This design comes from an exercise in tuning for a short achievable clock period and few clock cycles on the open sky130 flow, not from production work. The RTL was checked by simulation tests, not by an equivalence proof against the original design. Power figures rest on the tool's default switching activity, not on a simulated workload.

===== flow/config.mk =====
export PLATFORM = sky130hd
export DESIGN_NAME = core
export DESIGN_NICKNAME = core
export VERILOG_FILES = /design/flow/design.v
export SDC_FILE = /design/flow/constraint.sdc
export NUM_CORES = 4
export LEC_CHECK = 0
export CAP_MARGIN = 20
export CORE_MARGIN = 2
export CORE_UTILIZATION = 40
export SLEW_MARGIN = 20

===== flow/constraint.sdc =====
create_clock -name core_clock -period 10.0 [get_ports {clk}]
set_input_delay 2.0000 -clock core_clock [delete_from_list [all_inputs] [get_ports {clk}]]
set_output_delay 2.0000 -clock core_clock [all_outputs]
set_load 0.01 [all_outputs]

===== flow/design.v =====
/*verilator lint_off NULLPORT*/
module adder_for_auipc (
    input [31:0] pc_for_auipc,    
    input [31:0] imm_for_btype,   
    output [31:0] pc_plus_imm_for_auipc 
);
    assign pc_plus_imm_for_auipc = pc_for_auipc + imm_for_btype; 
endmodule
module ID_EX (
    input wire clk,rst,
    input wire [3:0] alu_sel_in,
    input wire [31:0] pc_w_in,
    input wire [31:0] instruction_in,
    input wire wenb_in,rs2_imm_sel_in,load_enb_in,jal_enb_in,branch_enb_in,lui_enb_in,auipc_wenb_in,sb_in,sh_in,sw_in,store_enb_in,
    input wire [31:0] rs1_data_in,rs2_data_in,imm_in,pcplus4_in,pc_plus_imm_in,
    input wire [4:0] rd_in,rs1_in,rs2_in,
    input wire [31:0] current_pc_in,jal_return_add_in,
    input wire lb_in,lh_in,lw_in,lbu_in,lhu_in,ins_valid_pin_in,
    input wire we_in,
    input wire [3:0] wmask_in,
    output reg [3:0] alu_sel_out,
    output reg wenb_out,rs2_imm_sel_out,load_enb_out,jal_enb_out,branch_enb_out,lui_enb_out,auipc_wenb_out,sb_out,sh_out,sw_out,store_enb_out,
    output reg [31:0] rs1_data_out,rs2_data_out,imm_out,pcplus4_out,pc_plus_imm_out,
    output reg [4:0] rd_out,rs1_out,rs2_out,
    output reg [31:0] current_pc_out,jal_return_add_out,
    output reg lb_out,lh_out,lw_out,lbu_out,lhu_out,ins_valid_pin_out,
    output reg we_out,
    output reg [3:0] wmask_out,
    output reg [31:0] instruction_out,
    output reg [31:0] pc_w_out,
    input wire stall,flush
);
    always @(posedge clk) begin
        if (rst || flush) begin
            alu_sel_out <= 4'b0;
            wenb_out <= 1'b0; rs2_imm_sel_out <= 1'b0; load_enb_out <= 1'b0; jal_enb_out <= 1'b0; branch_enb_out <= 1'b0; lui_enb_out <= 1'b0;
            auipc_wenb_out <= 1'b0; sb_out <= 1'b0; sw_out <= 1'b0; sh_out <= 1'b0;
            rs1_data_out <= 32'b0; rs2_data_out <= 32'b0; imm_out <= 32'b0; pcplus4_out <= 32'b0;
            rd_out <= 5'b0; rs1_out<=0;rs2_out<=0;store_enb_out<=0;pc_plus_imm_out<=32'b0;
            current_pc_out <= 32'b0;jal_return_add_out<=32'b0;
            lb_out <= 1'b0; lh_out <= 1'b0; lw_out <= 1'b0;
            lhu_out <= 1'b0; lbu_out <= 1'b0;ins_valid_pin_out<=1'b0;
            we_out <= 1'b0; wmask_out <= 4'b0;instruction_out <= 32'b0;
            pc_w_out<=32'b0;
        end
        else if (!stall) begin
            alu_sel_out <= alu_sel_in;
            wenb_out <= wenb_in; rs2_imm_sel_out <= rs2_imm_sel_in; load_enb_out <= load_enb_in; jal_enb_out <= jal_enb_in; branch_enb_out <= branch_enb_in;
            lui_enb_out <= lui_enb_in;
            auipc_wenb_out <= auipc_wenb_in; sb_out <= sb_in; sw_out <= sw_in; sh_out <= sh_in;
            rs1_data_out <= rs1_data_in; rs2_data_out <= rs2_data_in; imm_out <= imm_in; pcplus4_out <= pcplus4_in;
            rd_out <= rd_in;rs1_out<=rs1_in;rs2_out<=rs2_in;store_enb_out<=store_enb_in;pc_plus_imm_out<=pc_plus_imm_in;
            current_pc_out <= current_pc_in;jal_return_add_out<=jal_return_add_in;
            lb_out <= lb_in; lw_out <= lw_in; lh_out <= lh_in;
            lbu_out <= lbu_in; lhu_out<= lhu_in;ins_valid_pin_out<=ins_valid_pin_in;
            we_out <= we_in; wmask_out <= wmask_in;instruction_out <= instruction_in;
            pc_w_out<=pc_w_in;
        end
    end
endmodule
module alu(
  input [31:0] dataA, dataB,
    input [3:0] sel,
    output reg [31:0] out,
    output reg branch_taken  
);
    always @(*) begin
        branch_taken = 1'b0;  
        case(sel)
            4'b0000: out = dataA + dataB;  
            4'b0001: out = dataA << dataB[4:0];  
            4'b0010: out = ($signed(dataA) < $signed(dataB)) ? 32'b1 : 32'b0;  
            4'b0011: out = ($unsigned(dataA) < $unsigned(dataB)) ? 32'b1 : 32'b0;  
            4'b0100: out = dataA ^ dataB;  
            4'b0101: out = dataA >> dataB[4:0];  
            4'b0110: out = dataA | dataB;  
            4'b0111: out = dataA & dataB;  
            4'b1000: out = dataA - dataB;  
            4'b1001: out = $signed(dataA) >>> dataB[4:0];  
            4'b1010: begin  
                out = (dataA == dataB) ? 32'b1 : 32'b0;
                branch_taken = (dataA == dataB) ? 1'b1 : 1'b0;
            end
            4'b1011: begin  
                out = (dataA != dataB) ? 32'b1 : 32'b0;
                branch_taken = (dataA != dataB) ? 1'b1 : 1'b0;
            end
            4'b1100: begin  
                out = ($signed(dataA) < $signed(dataB)) ? 32'b1 : 32'b0;
                branch_taken = ($signed(dataA) < $signed(dataB)) ? 1'b1 : 1'b0;
            end
            4'b1101: begin  
                out = ($signed(dataA) >= $signed(dataB)) ? 32'b1 : 32'b0;
                branch_taken = ($signed(dataA) >= $signed(dataB)) ? 1'b1 : 1'b0;
            end
            4'b1110: begin  
                out = (dataA < dataB) ? 32'b1 : 32'b0;
                branch_taken = (dataA < dataB) ? 1'b1 : 1'b0;
            end
            4'b1111: begin  
                out = (dataA >= dataB) ? 32'b1 : 32'b0;
                branch_taken = (dataA >= dataB) ? 1'b1 : 1'b0;
            end
            default: out = 32'b0;
        endcase
    end
endmodule
module control_unit (
    input clk,rst,
    input [31:0] instruction,
    input wire branch_taken,
    input wire [31:0]current_pc,imm_for_jal,pcplus4,
    output reg [3:0] sel,
    output reg [1:0] sel_bit_mux,
    output addr, sub, sllr, sltr, sltur, xorr, srlr, srar, orr, andr,
    output addi,addi2, slli, slti, sltui, xori, srli, srai, ori, andi,
    output sw, sh, sb, lb, lh, lw, lbu, lhu,
    output jal, jalr,
    output beq, bne, blt, bge, bltu, bgeu,
    output wenb, rs2_imm_sel,
    output wire [31:0] jal_jump_target,jal_return_add, pcplusimm,
    output lui_enb, auipc_wenb, load_enb, jal_enb, branch_enb, in_to_pr,store_enb,
    output wire we,
    output wire [3:0] wmask,
    output wire valid_pin
);
    wire [6:0] opcode = instruction[6:0];
    wire [2:0] funct3 = instruction[14:12];
    wire [9:0] opcode_funct3 = {opcode,funct3};
    wire i0, i1, i2, i3, i4, i5, i6, i7, i8;
    wire [8:0] selected_bits;
    wire out0, out1, out2, out3;
    wire orrr, andd,add, sll, slt, sltu, xorrr, srl, sra;
    assign i0 = instruction[2];
    assign i1 = instruction[3];
    assign i2 = instruction[4];
    assign i3 = instruction[5];
    assign i4 = instruction[6];
    assign i5 = instruction[12];
    assign i6 = instruction[13];
    assign i7 = instruction[14];
    assign i8 = instruction[30];
    assign addr = (~i0)&(~i1)&(i2)&(i3)&(~i4)&(~i5)&(~i6)&(~i7)&(~i8);
    assign sub = (~i0)&(~i1)&(i2)&(i3)&(~i4)&(~i5)&(~i6)&(~i7)&(i8);
    assign sllr = (~i0)&(~i1)&(i2)&(i3)&(~i4)&(i5)&(~i6)&(~i7)&(~i8);
    assign sltr = (~i0)&(~i1)&(i2)&(i3)&(~i4)&(~i5)&(i6)&(~i7)&(~i8);
    assign sltur = (~i0)&(~i1)&(i2)&(i3)&(~i4)&(i5)&(i6)&(~i7)&(~i8);
    assign xorr = (~i0)&(~i1)&(i2)&(i3)&(~i4)&(~i5)&(~i6)&(i7)&(~i8);
    assign srlr = (~i0)&(~i1)&(i2)&(i3)&(~i4)&(i5)&(~i6)&(i7)&(~i8);
    assign srar = (~i0)&(~i1)&(i2)&(i3)&(~i4)&(i5)&(~i6)&(i7)&(i8);
    assign orr = (~i0)&(~i1)&(i2)&(i3)&(~i4)&(~i5)&(i6)&(i7)&(~i8);
    assign andr = (~i0)&(~i1)&(i2)&(i3)&(~i4)&(i5)&(i6)&(i7)&(~i8);
    assign addi = (~i0)&(~i1)&(i2)&(~i3)&(~i4)&(~i5)&(~i6)&(~i7);
    assign addi2 = (~i0)&(~i1)&(i2)&(~i3)&(~i4)&(~i5)&(~i6)&(~i7)&(i8);
    assign slli = (~i0)&(~i1)&(i2)&(~i3)&(~i4)&(i5)&(~i6)&(~i7)&(~i8); 
    assign slti = (~i0)&(~i1)&(i2)&(~i3)&(~i4)&(~i5)&(i6)&(~i7);
    assign sltui = (~i0)&(~i1)&(i2)&(~i3)&(~i4)&(i5)&(i6)&(~i7);
    assign xori = (~i0)&(~i1)&(i2)&(~i3)&(~i4)&(~i5)&(~i6)&(i7);
    assign srli = (~i0)&(~i1)&(i2)&(~i3)&(~i4)&(i5)&(~i6)&(i7)&(~i8);
    assign srai = (~i0)&(~i1)&(i2)&(~i3)&(~i4)&(i5)&(~i6)&(i7)&(i8);
    assign ori = (~i0)&(~i1)&(i2)&(~i3)&(~i4)&(~i5)&(i6)&(i7);
    assign andi = (~i0)&(~i1)&(i2)&(~i3)&(~i4)&(i5)&(i6)&(i7);
    assign sw = (~i0)&(~i1)&(~i2)&(i3)&(~i4)&(~i5)&(i6)&(~i7);
    assign sh = (~i0)&(~i1)&(~i2)&(i3)&(~i4)&(i5)&(~i6)&(~i7);
    assign sb = (~i0)&(~i1)&(~i2)&(i3)&(~i4)&(~i5)&(~i6)&(~i7);
    assign lb = (opcode == 7'b0000011 && funct3 == 3'b000);
    assign lh = (~i0)&(~i1)&(~i2)&(~i3)&(~i4)&(i5)&(~i6)&(~i7);
    assign lw = (~i0)&(~i1)&(~i2)&(~i3)&(~i4)&(~i5)&(i6)&(~i7);
    assign lbu = (~i0)&(~i1)&(~i2)&(~i3)&(~i4)&(~i5)&(~i6)&(i7);
    assign lhu = (~i0)&(~i1)&(~i2)&(~i3)&(~i4)&(i5)&(~i6)&(i7);
    assign load_enb = (lb) | (lh) | (lw) | (lbu) | (lhu);
    assign store_enb = (sb) | (sh) | (sw);
    assign jal = (opcode == 7'b1101111);
    assign jalr = (i0)&(~i1)&(~i2)&(i3)&(i4)&(~i5)&(~i6)&(~i7);
    assign jal_enb = jal | (jalr);
    assign lui_enb = (i0)&(~i1)&(i2)&(i3)&(~i4);
    assign auipc_wenb = (i0)&(~i1)&(i2)&(~i3)&(~i4);
    assign beq = (~i0)&(~i1)&(~i2)&(i3)&(i4)&(~i5)&(~i6)&(~i7);
    assign bne = (~i0)&(~i1)&(~i2)&(i3)&(i4)&(i5)&(~i6)&(~i7);
    assign blt = (~i0)&(~i1)&(~i2)&(i3)&(i4)&(~i5)&(~i6)&(i7);
    assign bge = (~i0)&(~i1)&(~i2)&(i3)&(i4)&(i5)&(~i6)&(i7);
    assign bltu = (~i0)&(~i1)&(~i2)&(i3)&(i4)&(~i5)&(i6)&(i7);
    assign bgeu = (~i0)&(~i1)&(~i2)&(i3)&(i4)&(i5)&(i6)&(i7);
    assign branch_enb = (beq) | (bne) | (blt) | (bge) | (bltu) | (bgeu);
    assign add = (addr) | (addi);
    assign sll = (sllr) | (slli);
    assign slt = (sltr) | (slti);
    assign sltu = (sltur) | (sltui);
    assign xorrr = (xorr) | (xori);
    assign srl = (srlr) | (srli);
    assign sra = (srar) | (srai);
    assign orrr = (orr) | (ori);
    assign andd = (andr) | (andi);
    assign out0 = (sub)| (sra) | (beq) | (bne) | (blt) | (bge) | (bltu) | (bgeu);
    assign out1 = (xorrr) | (orrr) | (andd) | (blt)  | (bge) | (bltu) | (bgeu) | (srl);
    assign out2 =  (orrr) | (andd) | (beq)  | (bne) | (bltu) | (bgeu) | (slt) | (sltu) ;
    assign out3 =  (sra) | (bne)  | (bge) | (bgeu) | (andd) | (sll) | (srl) | (sltu) ;
    always @(*) begin
        sel = {out0, out1, out2, out3};
    end 
    assign wenb = (lw) | (jal) | (lh) | (lb) | (addr) | (sub) | (srar) | (sllr) | (orr) | (andr) | (sltur) | (sltr) | (srai) | (xorr) | (srlr) | (andi) | (auipc_wenb) | (ori) | (xori) | (sltui) | (srli) | (slli) | (addi) | (slti) | (lbu) | (lhu) | (jalr) | (lui_enb) | (addi2);
    assign rs2_imm_sel = (lui_enb) | (jal) | (lb) | (lh) |(addi) | (sh) | (sb) | (sw) | (slli) | (srai) | (auipc_wenb) | (ori) | (andi) | (srli) | (xori) | (sltui) | (slti) | (lbu) | (lhu) | (jalr) | (lw) | (addi2);
    assign in_to_pr = ~(jal | jalr | branch_taken);
    always @(*) 
    begin
      casez({branch_taken, jal, jalr, in_to_pr})
    		4'b1??? : sel_bit_mux = 2'b11;
    		4'b01?? : sel_bit_mux = 2'b10;
    		4'b001? : sel_bit_mux = 2'b01;
            default:  sel_bit_mux = 2'b00;
    	endcase
    end
    assign jal_jump_target =  current_pc + imm_for_jal;
    assign jal_return_add = pcplus4;
    assign pcplusimm = pcplus4 + imm_for_jal;
    assign we = sb | sh | sw;
    assign wmask[0] = sb | sh | sw;
    assign wmask[1] = sh | sw;
    assign wmask[2] = sw;
    assign wmask[3] = sw;
    assign valid_pin = (opcode != 7'h0);
endmodule
module decoder(
    input [31:0] instruction,
    output [4:0] rs1, rs2, rdi
);
    assign rs1 = instruction[19:15];
    assign rs2 = instruction[24:20];
    assign rdi = instruction[11:7];
endmodule
module IF_ID (
    input wire clk,rst,
    input wire [31:0] pc_w_in,
    input wire [31:0] instruction_in,pcplus4_in,current_pc_in,
    input wire ins_valid_pin_in,
    output reg [31:0] instruction_out,pcplus4_out,current_pc_out,
    output reg [31:0] pc_w_out,
    input wire stall,flush,flush_for_if,
    output reg ins_valid_pin_out
);
    always @(posedge clk) begin
        if (rst || (flush_for_if)) begin
            instruction_out <= 32'b0;
            pcplus4_out <= 32'b0;
            current_pc_out <= 32'b0;
            ins_valid_pin_out <= 1'b0;
            pc_w_out <= 32'b0;
        end
        else if (!stall) begin
            instruction_out <= instruction_in;
            pcplus4_out <= pcplus4_in;
            current_pc_out <= current_pc_in;
            ins_valid_pin_out <= ins_valid_pin_in;
            pc_w_out <= pc_w_in;
        end
    end
endmodule
module forwarding_unit (
    input wire [4:0] ex_rs1,ex_rs2,id_rs1,id_rs2,
    input wire [4:0] mem_rd,wb_rd,
    input wire mem_wenb,wb_wenb,mem_wb,
    output reg [1:0] forward_a,forward_b,forward_c,forward_d1,forward_d2
);
    always @(*) begin
        if ((mem_wenb || mem_wb) && mem_rd != 0 && mem_rd == ex_rs1) begin 
            forward_a = 2'b10;
        end
        else if (wb_wenb &&  wb_rd != 0 && wb_rd == ex_rs1) begin
            forward_a = 2'b01;
        end
        else begin
            forward_a = 2'b00;
        end
        if ((mem_wenb || mem_wb) && mem_rd != 0 && mem_rd == ex_rs2) begin
            forward_b = 2'b10;
        end
        else if (wb_wenb && wb_rd !=0 && wb_rd == ex_rs2) begin
            forward_b = 2'b01;
        end
        else begin
            forward_b = 2'b00;
        end
        if (id_rs1 == mem_rd && mem_rd != 0 && mem_wenb) begin
            forward_c = 2'b10;
        end
        else if (wb_wenb && wb_rd != 0 && wb_rd == id_rs1) begin
            forward_c = 2'b01;
        end
        else begin
            forward_c = 2'b00;
        end
        if (wb_wenb && wb_rd != 0 && wb_rd == id_rs1) begin
            forward_d1 = 2'b11;
        end
        else begin
            forward_d1 = 2'b00;
        end
        if (wb_wenb && wb_rd != 0 && wb_rd == id_rs2) begin
            forward_d2 = 2'b11;
        end
        else begin
            forward_d2 = 2'b00;
        end
    end
endmodule
module hazard_detction(
    input wire [4:0] id_rs1,id_rs2,
    input wire [4:0] ex_rd,
    input wire ex_load_enb,
    input wire branch_taken,jal_enb,
    output reg stall,flush,flush_for_if
);
    always @(*) begin
        stall = 0;
        flush = 0;
        flush_for_if = 0;
         if (branch_taken) begin
            flush_for_if = 1;
            flush = 1;
        end
        else if (jal_enb) begin
            flush_for_if = 1;
        end
        else if (ex_load_enb) begin
            flush = 1; 
            stall =1;
        end
    end
endmodule
module immediate_generator(
  input [31:0] instruction,
  output reg [31:0] imm,
  output reg [3:0] sel
);
  always @(*) begin
    casez (instruction[6:0])
      7'b0010011: sel = 4'b0000;  
      7'b0100011: sel = 4'b0001;  
      7'b1100011: sel = 4'b0010;  
      7'b0110111: sel = 4'b0011;  
      7'b1101111: sel = 4'b0100;  
      7'b0110011: sel = 4'b0101;  
      7'b0000011: sel = 4'b0110;  
      7'b1100111: sel = 4'b0111;  
      7'b0010111: sel = 4'b0011;  
      default: sel = 4'b1111;  
    endcase
  end
  always @(*) begin
    case (sel)
      4'b0000: imm = {{20{instruction[31]}}, instruction[31:20]};  
      4'b0001: imm = {{20{instruction[31]}}, instruction[31:25], instruction[11:7]};  
      4'b0010: imm = {{19{instruction[31]}}, instruction[31], instruction[7], instruction[30:25], instruction[11:8], 1'b0};  
      4'b0011: imm = {instruction[31:12], 12'b0};  
      4'b0100: imm = {{11{instruction[31]}}, instruction[31], instruction[19:12], instruction[20], instruction[30:21], 1'b0};  
      4'b0101: imm = 32'b0;  
      4'b0110: imm = {{20{instruction[31]}}, instruction[31:20]};  
      4'b0111: imm = {{20{instruction[31]}}, instruction[31:20]};  
      default: imm = 32'b0;  
    endcase
  end
endmodule
module EX_MEM (
    input wire clk,rst,
    input wire [31:0] current_pc_in,
    input wire [31:0] jal_return_add_in,
    input wire [1:0] sel_bit_mux_in,
    input wire we_in,
    input wire [3:0] wmask_in,
    input wire wb_in,load_enb_in,sb_in,sh_in,sw_in,store_enb_in,jal_enb_in,auipc_wenb_in,lui_enb_in,
    input wire [31:0] alu_result_in, store_data_in,pc_plus_imm_in,
    input wire [4:0] rd_in,rs1_in,rs2_in,
    input wire lb_in,lh_in,lw_in,lbu_in,lhu_in,ins_valid_pin_in,
    output reg wb_out,load_enb_out,sb_out,sh_out,sw_out,store_enb_out,jal_enb_out,
    output reg [31:0] alu_result_out,store_data_out,pc_plus_imm_out,
    output reg [4:0] rd_out,rs1_out,rs2_out,
    output reg [1:0] sel_bit_mux_out,
    output reg [31:0] jal_return_add_out,
    output reg lb_out,lh_out,lw_out,lbu_out,lhu_out,auipc_wenb_out,lui_enb_out,
    output reg ins_valid_pin_out,
    output reg we_out,
    output reg [3:0] wmask_out,
    output reg [31:0] current_pc_out,
    input wire flush
);
    always @(posedge clk) begin
        if (rst) begin
            wb_out <= 1'b0; load_enb_out <= 1'b0; sb_out <= 1'b0; sh_out <= 1'b0; sw_out <= 1'b0;
            alu_result_out <= 32'b0; store_data_out <= 32'b0;
            rd_out <= 5'b0;rs1_out<=5'b0;store_enb_out<=0;jal_enb_out<=0;pc_plus_imm_out<=32'b0;sel_bit_mux_out<=2'b0;jal_return_add_out<=32'b0;
            lb_out <= 1'b0; lh_out <= 1'b0; lw_out <= 1'b0;
            lhu_out <= 1'b0; lbu_out <= 1'b0; rs1_out <= 5'b0; rs2_out <= 5'b0;
            auipc_wenb_out <= 1'b0; lui_enb_out <= 1'b0;ins_valid_pin_out <= 1'b0;
            we_out <= 1'b0; wmask_out <= 4'b0;current_pc_out<=32'b0;
        end
        else begin 
            wb_out <= wb_in; load_enb_out <= load_enb_in; sb_out <= sb_in; sh_out <= sh_in; sw_out <= sw_in;
            alu_result_out <= alu_result_in; store_data_out <= store_data_in;
            rd_out <=rd_in;store_enb_out<=store_enb_in;jal_enb_out<=jal_enb_in;pc_plus_imm_out<=pc_plus_imm_in;sel_bit_mux_out<=sel_bit_mux_in;
            jal_return_add_out <= jal_return_add_in;
            lb_out <= lb_in; lw_out <= lw_in; lh_out <= lh_in;
            lbu_out <= lbu_in; lhu_out<= lhu_in;
            rs1_out <= rs1_in; rs2_out <= rs2_in;
            auipc_wenb_out <= auipc_wenb_in; lui_enb_out <= lui_enb_in;ins_valid_pin_out<=ins_valid_pin_in;
            we_out <= we_in; wmask_out <= wmask_in;current_pc_out<=current_pc_in;
        end
    end
endmodule
module MEM_WB (
    input wire clk,rst,
    input wire [1:0] sel_bit_mux_in,
    input wire [31:0] jal_return_add_in,
    input wire wenb_in,load_enb_in, jal_enb_in,lui_enb_in,auipc_wenb_in,
    input wire [31:0] mem_data_in,alu_result_in,pcplus4_in,pc_plus_imm_in,
    input wire [4:0] rd_in,
    input wire ins_valid_pin_in,
    output reg wenb_out,load_enb_out,jal_enb_out,lui_enb_out,auipc_wenb_out,
    output reg [31:0] mem_data_out, alu_result_out, pcplus4_out,pc_plus_imm_out,
    output reg [4:0] rd_out,
    output reg [1:0] sel_bit_mux_out,
    output reg [31:0] jal_return_add_out,
    output reg ins_valid_pin_out
);
    always @(posedge clk) begin
        if (rst) begin
            wenb_out <= 1'b0; load_enb_out <= 1'b0; jal_enb_out <= 1'b0; lui_enb_out <= 1'b0;
            auipc_wenb_out <= 1'b0;
            mem_data_out <= 32'b0; alu_result_out <= 32'b0; pcplus4_out <= 32'b0;
            rd_out <= 5'b0;pc_plus_imm_out<=32'b0;sel_bit_mux_out<=2'b0;
            jal_return_add_out <= 32'b0;ins_valid_pin_out <= 1'b0;
        end
        else begin
            wenb_out <= wenb_in; load_enb_out <= load_enb_in; jal_enb_out <= jal_enb_in; lui_enb_out <= lui_enb_in; auipc_wenb_out <= auipc_wenb_in;
            mem_data_out <= mem_data_in; alu_result_out <= alu_result_in; pcplus4_out <= pcplus4_in;
            rd_out <= rd_in;pc_plus_imm_out<=pc_plus_imm_in;sel_bit_mux_out<=sel_bit_mux_in;
            jal_return_add_out <= jal_return_add_in;ins_valid_pin_out <= ins_valid_pin_in;
        end
    end
endmodule
module pc_plus_4(
    input wire [31:0] pc,        
    output wire [31:0] pc_plus4  
);
    assign pc_plus4 = pc + 32'd4;  
endmodule
module mux_rs2 (
    input [31:0] rs2,   
    input [3:0] sel_bit, 
    output reg [31:0] output_data_forstore 
);
    always @(*) begin
      case (sel_bit)
            4'b1000: output_data_forstore = rs2;                 
            4'b0010: output_data_forstore = {24'b0, rs2[7:0]};   
            4'b0100: output_data_forstore = {16'b0, rs2[15:0]};  
            default: output_data_forstore = 32'b0;               
        endcase
    end
endmodule
module mux2to1(
	input wire [31:0] imm_input,
  input wire [31:0] reg_input,
	input select,
	output wire [31:0] out
);
	assign out = select ? imm_input : reg_input;
endmodule	
module mux_4to1(
  	input [1:0] sel,
    input [31:0] pc_plus_4,
  	input [31:0] pc_plus_imm, pc_plus_imm_2,
    input [31:0] rs1_plus_imm_for_jalr,
    output reg [31:0] out
);
    always @(*) begin
        case (sel)
            2'b00: out = pc_plus_4;
            2'b01: out = rs1_plus_imm_for_jalr;
            2'b10: out = pc_plus_imm;
            2'b11: out = pc_plus_imm_2; 
            default: out = 32'b0; 
        endcase
    end
endmodule
module mux8to1(
    input wire [31:0] alu_result, load_result, pc_plus_4, pc_plus_imm, imm_for_b_type,  
    input wire [2:0] sel,  
    output reg [31:0] out  
);
    always @(*) begin
        case (sel)
            3'b000: out = alu_result;      
            3'b001: out = load_result;     
            3'b010: out = pc_plus_4;       
            3'b011: out = pc_plus_imm;     
            3'b100: out = imm_for_b_type;  
            default: out = 32'b0;          
        endcase
    end
endmodule
module pc (
    input wire clk,             
    input wire rst,             
    input wire [31:0] pc_next,  
    input wire pc_write,        
    output reg [31:0] pc_out    
);
    always @(posedge clk) begin
        if (rst)
            pc_out <= 32'h00000000; 
        else if (pc_write)
            pc_out <= pc_next;      
    end
endmodule
module prienc(
	input wire enable,
	output wire mux_select
);
	assign mux_select = enable;
endmodule
module priority_encoder_8to3 (
    input wire alu_result,     
    input wire load_enable,    
    input wire jal_enb,        
    input wire enable_for_auipc,
    input wire lui_enable,      
    output reg [2:0] sel        
);
    wire [4:0] input_concat = {lui_enable, enable_for_auipc, jal_enb, load_enable, alu_result};
    always @(*) begin
        casez (input_concat)
            5'b10000: sel = 3'b100;  
            5'b01000: sel = 3'b011;  
            5'b00100: sel = 3'b010;  
            5'b00010: sel = 3'b001;  
            5'b00001: sel = 3'b000;  
            default:  sel = 3'b000;  
        endcase
    end
endmodule
module regfile (
    input clk, reset, enable,
    input [31:0] data_in,
    input [4:0] rs1, rs2, rd_select,
  	output reg [31:0] data_out1, data_out2
);
    reg [31:0] registers[31:0] ;
    integer i; 
    always @(*) begin
        data_out1 = (rs1 == 0) ? 32'b0 : registers[rs1];
        data_out2 = (rs2 == 0) ? 32'b0 : registers[rs2];
    end   
    always @(posedge clk) begin
        if (reset) begin
            for (i = 0; i < 32; i = i + 1)
                registers[i] <= 32'b0;
        end
        else if (enable && rd_select != 0) begin
            registers[rd_select] <= data_in;   
        end
    end
endmodule
module rs1_plus_imm(
	input [31:0] rs1, imm_input,
	output reg [31:0] rs1_plus_im
);
	always @(*) begin 
        rs1_plus_im = rs1+imm_input;
    end 
endmodule
module rs2orimm(
	input [31:0] rs2, imm,
	input select,
	output reg [31:0] dataB
);
	always @(*)
	begin
		dataB = select ? imm : rs2;
	end
endmodule
/*verilator lint_off PINMISSING*/
/*verilator lint_off NULLPORT*/
module core (
    input wire clk,rst,
    output wire [31:0] imem_addr,
    input  wire [31:0] imem_rdata,
    output wire [31:0] dmem_addr,
    output wire [31:0] dmem_wdata,
    output wire [3:0]  dmem_wmask,
    output wire        dmem_we,
    input  wire [31:0] dmem_rdata,
    output wire rvfi_o_valid_0,
    output wire [31:0] rvfi_o_insn_0,
    output wire [4:0] rvfi_o_rd_addr_0,
    output wire [31:0] rvfi_o_rd_wdata_0, rvfi_o_pc_rdata_0,
    output wire [31:0] rvfi_o_pc_wdata_0,rvfi_o_mem_addr_0,
    output wire [3:0] rvfi_o_mem_wmask_0,
    output wire [31:0] rvfi_o_mem_wdata_0
);
    wire [31:0] if_instruction,id_instruction;
    wire [4:0] id_rs1, id_rs2, id_rd,wb_rd;
    wire [31:0] id_rs1_data, id_rs2_data,ex_alu_result,mem_read_data;
    wire [31:0] wb_data;
    wire stall,flush,flush_for_if;
    wire [1:0] forward_a,forward_b,forward_c,forward_d1,forward_d2;
    wire [31:0] if_pc,if_pcplus4,if_pc_next;
    wire [31:0] id_pcplus4,id_current_pc;
    wire [4:0] ex_rd,ex_rs1,ex_rs2,mem_rd;
    wire [31:0] id_imm;
    wire [3:0] id_alu_sel,ex_alu_sel;
    wire id_wenb,id_rs2_imm_sel,id_load_enb,id_jal_enb,id_branch_enb;
    wire id_lui_enb,id_auipc_wenb,id_sb,id_sw,id_sh,id_store_enb;
    wire id_jal, id_jalr;
    wire id_lb,id_lh,id_lhu,id_lbu,id_lw;
    wire ex_branch_taken,ex_jal_enb,ex_wenb,ex_rs2_imm_sel,ex_branch_enb,ex_lui_enb,ex_auipc_wenb,ex_sb,ex_sh,ex_sw;
    wire [31:0] ex_alu_data_B,ex_rs1_data,ex_rs2_data,ex_imm,ex_pcplus4,ex_rs1_forwarded,ex_rs2_forwarded;
    wire [31:0] ex_current_pc,ex_instruction,ex_store_data;
    wire ex_store_enb,ex_lb,ex_lh,ex_lw,ex_lbu,ex_lhu,ex_load_enb;
    wire [31:0] id_rs1_forwarded,id_rs2_forwarded;
    wire mem_wenb,mem_load_enb,mem_lb,mem_lh,mem_lw,mem_lbu,mem_lhu,mem_we;
    wire [31:0] mem_alu_result,mem_store_data,mem_current_pc;
    wire [3:0] mem_wmask;
    wire wb_wenb,wb_load_enb;
    wire [31:0] wb_mem_data,wb_alu_result;
    wire if_id_ins_valid_pin,id_ex_ins_valid_pin,ex_mem_ins_valid_pin,mem_wb_ins_valid_pin;
    wire [3:0] id_wmask, ex_wmask;
    wire id_we, ex_we;
    wire [31:0] mem_instruction, mem_pc;
    wire [31:0] wb_next_pc, wb_pc, wb_instruction;
    pc PC (
        .clk(clk),
        .rst(rst),
        .pc_next(if_pc_next),
        .pc_write(!stall),
        .pc_out(if_pc)
    );
    pc_plus_4 pcplus4(
        .pc(if_pc),
        .pc_plus4(if_pcplus4)
    );
    assign imem_addr = if_pc;
    assign if_instruction = imem_rdata;
    IF_ID if_id(
        .clk(clk),
        .rst(rst),
        .instruction_in(if_instruction),
        .pcplus4_in(if_pcplus4),
        .instruction_out(id_instruction),
        .pcplus4_out(id_pcplus4),
        .stall(stall),
        .flush(flush),
        .flush_for_if(flush_for_if),
        .current_pc_in(if_pc),
        .current_pc_out(id_current_pc),
        .pc_w_in(32'b0),
        .pc_w_out()
    );
    decoder decoder(
        .instruction(id_instruction),
        .rs1(id_rs1),
        .rs2(id_rs2),
        .rdi(id_rd)
    );
    regfile regfile(
        .clk(clk),
        .reset(rst),
        .enable(wb_wenb),
        .data_in(wb_data),
        .rs1(id_rs1),
        .rs2(id_rs2),
        .rd_select(wb_rd),
        .data_out1(id_rs1_data),
        .data_out2(id_rs2_data)
    );
    immediate_generator immediate_generator(
        .instruction(id_instruction),
        .imm(id_imm),
        .sel()
    );
    control_unit control_unit(
        .clk(clk), .rst(rst),
        .valid_pin(if_id_ins_valid_pin),
        .instruction(id_instruction),
        .branch_taken(1'b0),
        .sel(id_alu_sel),
        .sel_bit_mux(),
        .sw(id_sw), .sh(id_sh), .sb(id_sb), .lb(id_lb), .lh(id_lh), .lw(id_lw), .lbu(id_lbu), .lhu(id_lhu),
        .jal(id_jal), .jalr(id_jalr),
        .wenb(id_wenb),
        .rs2_imm_sel(id_rs2_imm_sel),
        .lui_enb(id_lui_enb),
        .auipc_wenb(id_auipc_wenb),
        .load_enb(id_load_enb),
        .jal_enb(id_jal_enb),
        .branch_enb(id_branch_enb),
        .in_to_pr(),.store_enb(id_store_enb),
        .jal_jump_target(),
        .current_pc(id_current_pc),
        .imm_for_jal(id_imm),
        .jal_return_add(),
        .pcplus4(id_pcplus4),
        .pcplusimm(),
        .we(id_we),
        .wmask(id_wmask)
    );
    wire ex_jalr = ex_jal_enb & ~ex_instruction[3];
    wire ex_jal  = ex_jal_enb &  ex_instruction[3];
    wire ex_redirect = ex_branch_taken | ex_jalr;
    hazard_detction hazard_detction(
        .id_rs1(id_rs1),
        .id_rs2(id_rs2),.ex_rd(ex_rd),
        .ex_load_enb(ex_load_enb),
        .branch_taken(ex_redirect),
        .jal_enb(id_jal),
        .stall(stall),
        .flush(flush),
        .flush_for_if(flush_for_if)
    );
    wire [31:0] id_jal_target = id_current_pc + id_imm;
    wire [31:0] ex_pc_plus_imm = ex_current_pc + ex_imm;
    wire [31:0] ex_jalr_target = {ex_alu_result[31:1], 1'b0};
    wire [31:0] ex_redirect_target = ex_jalr ? ex_jalr_target : ex_pc_plus_imm;
    assign if_pc_next = ex_redirect ? ex_redirect_target :
                        id_jal      ? id_jal_target :
                                      if_pcplus4;
    ID_EX id_ex(
        .clk(clk),
        .rst(rst),
        .alu_sel_in(id_alu_sel),
        .wenb_in(id_wenb),
        .rs2_imm_sel_in(id_rs2_imm_sel),
        .load_enb_in(id_load_enb),
        .jal_enb_in(id_jal_enb),
        .branch_enb_in(id_branch_enb),
        .lui_enb_in(id_lui_enb),
        .auipc_wenb_in(id_auipc_wenb),
        .sb_in(id_sb),
        .sh_in(id_sh),
        .sw_in(id_sw),
        .rs1_data_in(id_rs1_forwarded),
        .rs2_data_in(id_rs2_forwarded),
        .imm_in(id_imm),.store_enb_in(id_store_enb),
        .pcplus4_in(id_pcplus4),.pc_plus_imm_in(32'b0),
        .rd_in(id_rd),.rs1_in(id_rs1),.rs2_in(id_rs2),
        .rs1_out(ex_rs1),.rs2_out(ex_rs2),
        .alu_sel_out(ex_alu_sel),
        .wenb_out(ex_wenb),
        .rs2_imm_sel_out(ex_rs2_imm_sel),
        .load_enb_out(ex_load_enb),.jal_enb_out(ex_jal_enb),.branch_enb_out(ex_branch_enb),
        .lui_enb_out(ex_lui_enb),.auipc_wenb_out(ex_auipc_wenb),.sb_out(ex_sb),.sh_out(ex_sh),.sw_out(ex_sw),
        .rs1_data_out(ex_rs1_data),.rs2_data_out(ex_rs2_data),.imm_out(ex_imm),
        .pcplus4_out(ex_pcplus4),.pc_plus_imm_out(),.rd_out(ex_rd),.stall(stall),.flush(flush),.store_enb_out(ex_store_enb),
        .current_pc_in(id_current_pc),
        .current_pc_out(ex_current_pc),
        .jal_return_add_in(32'b0),
        .jal_return_add_out(),
        .lb_in(id_lb), .lh_in(id_lh), .lw_in(id_lw),
        .lhu_in(id_lhu), .lbu_in(id_lbu),
        .lb_out(ex_lb), .lh_out(ex_lh), .lw_out(ex_lw),
        .lbu_out(ex_lbu), .lhu_out(ex_lhu),
        .ins_valid_pin_in(if_id_ins_valid_pin),.ins_valid_pin_out(id_ex_ins_valid_pin),
        .we_in(id_we), .wmask_in(id_wmask),
        .we_out(ex_we), .wmask_out(ex_wmask),
        .instruction_in(id_instruction), .instruction_out(ex_instruction),
        .pc_w_in(32'b0),.pc_w_out()
    );
    forwarding_unit forwarding_unit(
        .ex_rs1(ex_rs1),.ex_rs2(ex_rs2),.id_rs1(id_rs1),.id_rs2(id_rs2),
        .mem_rd(mem_rd),.wb_rd(wb_rd),
        .mem_wenb(1'b0),.wb_wenb(wb_wenb),.mem_wb(mem_wenb),
        .forward_a(forward_a),.forward_b(forward_b),.forward_c(forward_c),
        .forward_d1(forward_d1),.forward_d2(forward_d2)
    );
    assign ex_rs1_forwarded = (forward_a == 2'b10) ? mem_alu_result : (forward_a == 2'b01) ? wb_data : ex_rs1_data;
    assign ex_rs2_forwarded = (forward_b == 2'b10) ? mem_alu_result : (forward_b == 2'b01) ? wb_data : ex_rs2_data;
    assign id_rs1_forwarded = (forward_d1 == 2'b11) ? wb_data : id_rs1_data;
    assign id_rs2_forwarded = (forward_d2 == 2'b11) ? wb_data : id_rs2_data;
    rs2orimm rs2orimm(
        .rs2(ex_rs2_forwarded),.imm(ex_imm),
        .select(ex_rs2_imm_sel),.dataB(ex_alu_data_B)
    );
    alu alu(
        .dataA(ex_rs1_forwarded),.dataB(ex_alu_data_B),
        .sel(ex_alu_sel),.out(ex_alu_result),
        .branch_taken(ex_branch_taken)
    );
    wire [31:0] ex_result = ex_lui_enb    ? ex_imm :
                            ex_auipc_wenb ? ex_pc_plus_imm :
                            ex_jal_enb    ? ex_pcplus4 :
                                            ex_alu_result;
    mux_rs2 mux_rs2(
        .rs2(ex_rs2_forwarded),.sel_bit({ex_sw,ex_sh,ex_sb,1'b0}),
        .output_data_forstore(ex_store_data)
    );
    wire [31:0] ex_next_pc = ex_redirect ? ex_redirect_target :
                             ex_jal      ? ex_pc_plus_imm :
                                           ex_pcplus4;
    EX_MEM ex_mem(
        .clk(clk),
        .rst(rst),
        .wb_in(ex_wenb),.jal_enb_in(ex_jal_enb),.jal_enb_out(),
        .load_enb_in(ex_load_enb),
        .sb_in(ex_sb),.pc_plus_imm_in(ex_next_pc),.pc_plus_imm_out(mem_current_pc),
        .sh_in(ex_sh),.sel_bit_mux_in(2'b0),.sel_bit_mux_out(),
        .sw_in(ex_sw),.store_enb_in(ex_store_enb),
        .alu_result_in(ex_result),.store_data_in(ex_store_data),
        .rd_in(ex_rd),.rs1_in(ex_rs1),.rs2_in(ex_rs2),
        .wb_out(mem_wenb),.load_enb_out(mem_load_enb),.sb_out(),
        .sh_out(),.sw_out(),
        .alu_result_out(mem_alu_result),.store_data_out(mem_store_data),
        .rd_out(mem_rd),.flush(flush),.store_enb_out(),
        .jal_return_add_in(ex_instruction),
        .jal_return_add_out(mem_instruction),
        .lb_in(ex_lb), .lh_in(ex_lh), .lw_in(ex_lw),
        .lbu_in(ex_lbu), .lhu_in(ex_lhu),
        .lb_out(mem_lb), .lh_out(mem_lh), .lw_out(mem_lw),
        .lbu_out(mem_lbu), .lhu_out(mem_lhu),
        .rs1_out(), .rs2_out(),
        .auipc_wenb_in(1'b0), .auipc_wenb_out(),
        .lui_enb_in(1'b0), .lui_enb_out(),
        .ins_valid_pin_in(id_ex_ins_valid_pin),.ins_valid_pin_out(ex_mem_ins_valid_pin),
        .we_in(ex_we), .wmask_in(ex_wmask),
        .we_out(mem_we), .wmask_out(mem_wmask),
        .current_pc_in(ex_current_pc),.current_pc_out(mem_pc)
    );
    wire [1:0] mem_off = mem_alu_result[1:0];
    wire [3:0] mem_lanes = mem_wmask << mem_off;
    wire [31:0] mem_lane_data = mem_wmask[2] ? mem_store_data :
                                mem_wmask[1] ? {2{mem_store_data[15:0]}} :
                                               {4{mem_store_data[7:0]}};
    assign dmem_addr  = mem_alu_result;
    assign dmem_we    = mem_we;
    assign dmem_wmask = mem_we ? mem_lanes : 4'b0;
    assign dmem_wdata = mem_lane_data;
    wire [31:0] mem_shifted = dmem_rdata >> {mem_off, 3'b000};
    assign mem_read_data = mem_lw  ? dmem_rdata :
                           mem_lh  ? {{16{mem_shifted[15]}}, mem_shifted[15:0]} :
                           mem_lhu ? {16'b0, mem_shifted[15:0]} :
                           mem_lb  ? {{24{mem_shifted[7]}}, mem_shifted[7:0]} :
                                     {24'b0, mem_shifted[7:0]};
    MEM_WB mem_wb(
        .clk(clk),
        .rst(rst),
        .load_enb_in(mem_load_enb),.wenb_in(mem_wenb),
        .jal_enb_in(1'b0), .pc_plus_imm_in(mem_current_pc),.pc_plus_imm_out(wb_next_pc),
        .lui_enb_in(1'b0),.sel_bit_mux_in(2'b0),.sel_bit_mux_out(),
        .auipc_wenb_in(1'b0),
        .mem_data_in(mem_read_data),.alu_result_in(mem_alu_result),
        .pcplus4_in(mem_pc),.rd_in(mem_rd),
        .load_enb_out(wb_load_enb),
        .jal_enb_out(),
        .lui_enb_out(),
        .auipc_wenb_out(),
        .mem_data_out(wb_mem_data),.alu_result_out(wb_alu_result),
        .pcplus4_out(wb_pc),.rd_out(wb_rd),.wenb_out(wb_wenb),
        .jal_return_add_in(mem_instruction),
        .jal_return_add_out(wb_instruction),
        .ins_valid_pin_in(ex_mem_ins_valid_pin),.ins_valid_pin_out(mem_wb_ins_valid_pin)
    );
    assign wb_data = wb_load_enb ? wb_mem_data : wb_alu_result;
    reg [31:0] wb_mem_addr, wb_mem_wdata;
    reg [3:0]  wb_mem_wmask;
    reg        wb_mem_access;
    always @(posedge clk) begin
        if (rst) begin
            wb_mem_addr <= 32'b0; wb_mem_wdata <= 32'b0; wb_mem_wmask <= 4'b0; wb_mem_access <= 1'b0;
        end else begin
            wb_mem_addr <= mem_alu_result;
            wb_mem_wdata <= mem_we ? mem_lane_data : 32'b0;
            wb_mem_wmask <= dmem_wmask;
            wb_mem_access <= mem_we | mem_load_enb;
        end
    end
    wire wb_writes = wb_wenb && (wb_rd != 5'd0);
    assign rvfi_o_valid_0     = mem_wb_ins_valid_pin;
    assign rvfi_o_insn_0      = wb_instruction;
    assign rvfi_o_pc_rdata_0  = wb_pc;
    assign rvfi_o_pc_wdata_0  = wb_next_pc;
    assign rvfi_o_rd_addr_0   = wb_writes ? wb_rd : 5'd0;
    assign rvfi_o_rd_wdata_0  = wb_writes ? wb_data : 32'b0;
    assign rvfi_o_mem_addr_0  = wb_mem_access ? wb_mem_addr : 32'b0;
    assign rvfi_o_mem_wmask_0 = wb_mem_wmask;
    assign rvfi_o_mem_wdata_0 = wb_mem_wdata;
endmodule

===== flow/run.sh =====
#!/bin/bash
# synth_recipe.tcl (not shown) runs the flow's synth.tcl, then flattens the netlist and writes it again
# the make line also repeats each setting of config.mk as NAME=value (left out here)
make -C /OpenROAD-flow-scripts/flow DESIGN_CONFIG=/design/flow/config.mk WORK_HOME=/design/flow/orfs CLKGATE_MAP_FILE= SYNTH_SCRIPT=/design/flow/synth_recipe.tcl finish

==> qor.yml <==
critical_path:
  path_class: "flip-flop to flip-flop"
  worstRegToRegCells: 18
  reg2reg_from: "ex_mem.rd_out[0]$_SDFF_PP0_"
  crit_fanout: 67
  setup.worst_path.start: "ex_mem.rd_out[0]$_SDFF_PP0_"
  endpoint_kind: "flip-flop"
  worstPathRequired_ps: 10740
  ff2ff_setup_slack_ps: 1680
  crit_path_start_kind: "flip-flop"
  r2r_end: "PC.pc_out[11]$_SDFFE_PP0N_"
  arrival_ps: 9060
  crit_end: "PC.pc_out[11]$_SDFFE_PP0N_"
drt:
  drt-wirelength-per-cell_um: 34.3
  wl_um: 391000
  first_pass_iters: 10
  vias: 72200
  ant_nets: 0
  drt-initial-drc-count: 11200
  post_drt_via_cell_ratio: 6.35
  drc_errors: 0
finish:
  syn_to_final_growth_pct: 14.7
  regArea_mm2: 0.0451
  fin_nets: 8418
  final_cell_count_no_fill: 11400
  layout-drive-gt1-share_pct: 17.0
  multi_input_area_mm2: 0.0435
  final_area_mm2: 0.105
  fill_cells: 20700
sta:
  relSlewSlack_pct: 18.0
  setup_viol: 0
  rsz0062_at_grt: "no"
  fin_tns_setup_ps: 0
  worst_slack_ps: 1680
  skew_ps: 96.1
  tightest_slew_ps: 1220
  hold_viol: 0
  hold_ws_ps: 424
  fmax_mhz: 120
  period_share_pct: 83.2
  period_needed_ps: 8320
  slew_violations: 0
clock_tree:
  cts_buffer_depth: 3
  post_cts_buffers: 0
  h-tree-depth: 4
  cts_root_buf: "clkbuf_16"
  cts_made_buffers: 188
  ctsResizeCount: 0
  ctsHoldBuffers: 0
  clk_latency_ps: 910
  cts_tree: "done"
  clock-sinks: 1740
  clkSlewWorstSetupHoldPaths_ps: 60
yosys:
  syn_inst: 8087
  yosysTopAreaCellShare_pct: 33.7
  netlist_area_mm2: 0.0913
  yosysWarnings: 14
  yosysSeqAreaShare_pct: 49.4
  synth_area_per_cell_um2: 11.3
  ys_seq_elements: 1740
  async_reset_ff_share_pct: 0
  ys.flop_type: "edfxtp_1"
  ys_top_cells_by_count: "nor2_1, edfxtp_1, dfxtp_1"
  netlist-cell-type-count: 109
  synth_area_leaders: "edfxtp_1, mux4_2, dfxtp_1"
  synth_edf_count: 1024
  synth_top_area_cell: "edfxtp_1"
  synth.most_common_cell: "nor2_1"
die:
  core_area_mm2: 0.227
  die_w_um: 482
  die_h_um: 482
  dieArea_mm2: 0.232
  ios: 369
  rows: 175
  initial_core_util_pct: 40.2
place:
  placed_cell_area_mm2: 0.0985
  numPortBuffers: 368
  dp_cells: 11000
  hpwlAfterDp_um: 274000
  dp_slack_ps: 1950
  gp_congestion: 1.06
run:
  maxCapViolCount: 0
power_and_ir_drop:
  peakVddDrop_uv: 191
  p_leak_nw: 37.0
  p_per_area_mw_per_mm2: 209
outcome:
  status: "no timing/DRC/antenna violations"
worst_hold_path:
  hp-class: "flip-flop to flip-flop"
  holdCritStartpoint: "ex_mem.current_pc_out[27]$_SDFF_PP0_"
global_route:
  grt_max_degree: 111
  antenna_found_initial: 29
  grt_use_total_pct: 32.9
  grt_pass1_wl_um: 539000
  grt-ovfl-total: 0
  grt_pass1_vias: 69400
## flip-flops by register name, summed over array words and instances (netlist names), 20 cells and up, named ones only
signal	count
ex_mem.store_data_out	32
mem_wb.alu_result_out	32
mem_wb.pcplus4_out	32
wb_mem_wdata	32
ex_mem.pc_plus_imm_out	32
id_ex.current_pc_out	32
ex_mem.jal_return_add_out	28
id_ex.instruction_out	20
if_id.current_pc_out	32
PC.pc_out	32
ex_mem.alu_result_out	32
ex_mem.current_pc_out	32
id_ex.pcplus4_out	30
if_id.instruction_out	32
mem_wb.pc_plus_imm_out	32
id_ex.imm_out	32
regfile.registers	1024
mem_wb.mem_data_out	32
id_ex.rs1_data_out	32
id_ex.rs2_data_out	32
if_id.pcplus4_out	30
mem_wb.jal_return_add_out	28
## critical path, cell delays in order, from the launching register on
cell	delay (ps)
dfxtp_1	350
or4_4	560
o21a_1	520
and3_2	430
buf_4	290
o21ai_0	460
mux2i_1	340
ha_1	580
nor2b_1	390
nand3b_1	240
or3_1	420
nor4_1	870
a311oi_1	200
a21oi_1	320
o221a_2	580
or3_4	750
buf_4	460
nor2_1	70
nor4_1	260
## layout make-up
cell class / instances / area share [%]
tap: 3009 / 3.59
clock buffer: 256 / 4.95
clock inverter: 92 / 1.01
inverter: 134 / 0.481
sequential: 1740 / 43.1
timing repair buffer: 614 / 5.34
multi-input combinational: 5510 / 41.5
antenna: 18 / 0.0430
## power breakdown
group          leakage [nW]  internal, mW  switching [mW]
Clock                  3.02          3.96            3.12
Combinational          17.6          2.14            4.03
Sequential             16.4          8.00           0.670
## through the flow
step / utilization (%) / power, mW
floorplan: - / 12.0
global placement: 43.3 / 14.7
detailed placement: 43.3 / 14.7
CTS: 46.1 / 21.7
global route: 46.1 / 22.5
finish: 46.1 / 21.9
## per-layer routing
| layer | part of all wire [%] | track usage [%] | up-vias |
|---|---|---|---|
| met5 | 0.038 | 0 | - |
| met4 | 7.2 | 19.8 | 22 |
| met3 | 10 | 7.10 | 1040 |
| met2 | 46 | 52.8 | 4617 |
| met1 | 36 | 40.7 | 36400 |
| li1 | - | - | 30100 |
## cell usage in the layout, fill, tap and decap left out, drive strengths merged, types with 67 or more instances in the layout
cell type	instances
nor3	95
nor2	1354
clkbuf	256
xnor2	80
edfxtp	1024
a21oi	375
a21o	67
dfxtp	716
and3	222
ha	160
o211ai	107
o22ai	90
nor2b	234
buf	247
nand3	124
and2	114
inv	141
mux2i	199
o21ai	316
a211oi	71
nand2	567
clkdlybuf4s50	367
mux4	648
## worst min-delay path by stage
stage                                                    end  slack [ps]  cells after the start
global route               mem_wb.pcplus4_out[27]$_SDFF_PP0_         440                      1
global placement    mem_wb.jal_return_add_out[21]$_SDFF_PP0_         420                      1
finish                     mem_wb.pcplus4_out[27]$_SDFF_PP0_         420                      1
floorplan                ex_mem.ins_valid_pin_out$_SDFF_PP0_         410                      1
detailed placement  mem_wb.jal_return_add_out[12]$_SDFF_PP0_         420                      1
CTS                        mem_wb.pcplus4_out[27]$_SDFF_PP0_         410                      1
## logic make-up after synthesis
family                   count (synthesis)  synth area share, %
AO/OA/AOI/OAI                         1428                 10.4
XOR/XNOR                               135                 1.29
adder cells (fa/ha/maj)                164                 2.28
buffers and inverters                  868                 3.85
flip-flops                            1740                 49.4
multiplexers                           874                 18.5
other                                    1              0.00411
AND/OR/NAND/NOR                       2877                 14.3
Testbench counts, summed over its fixed seeds: cycles 46,801.

[separate check: timing with driven ports]
In the flow no input, the clock included, has a driving cell. The finished layout below was timed again as built, in two steps. Step 1 sets driving cells, clkbuf_16 on the clock port and buf_2 on the other inputs (assumed; they add their load-dependent delay and slew). Step 2, shift: input delay + t, output delay - t, t = (earliest + latest rising clock arrival at the registers) / 2. This alone moves slack from input paths to output paths. Three values: no drivers, after step 1, after step 2; two values: the first two.
shift t [ns]: 0.960
slack for setup (ns): 1.684 / 1.684 / 1.684
hold WS [ns]: 0.424 / 0.424 / 0.424
After both steps this run still meets setup and hold. For this run, drivers alone change the setup slack by 0.000 ns; drivers and shift together by 0.000 ns.
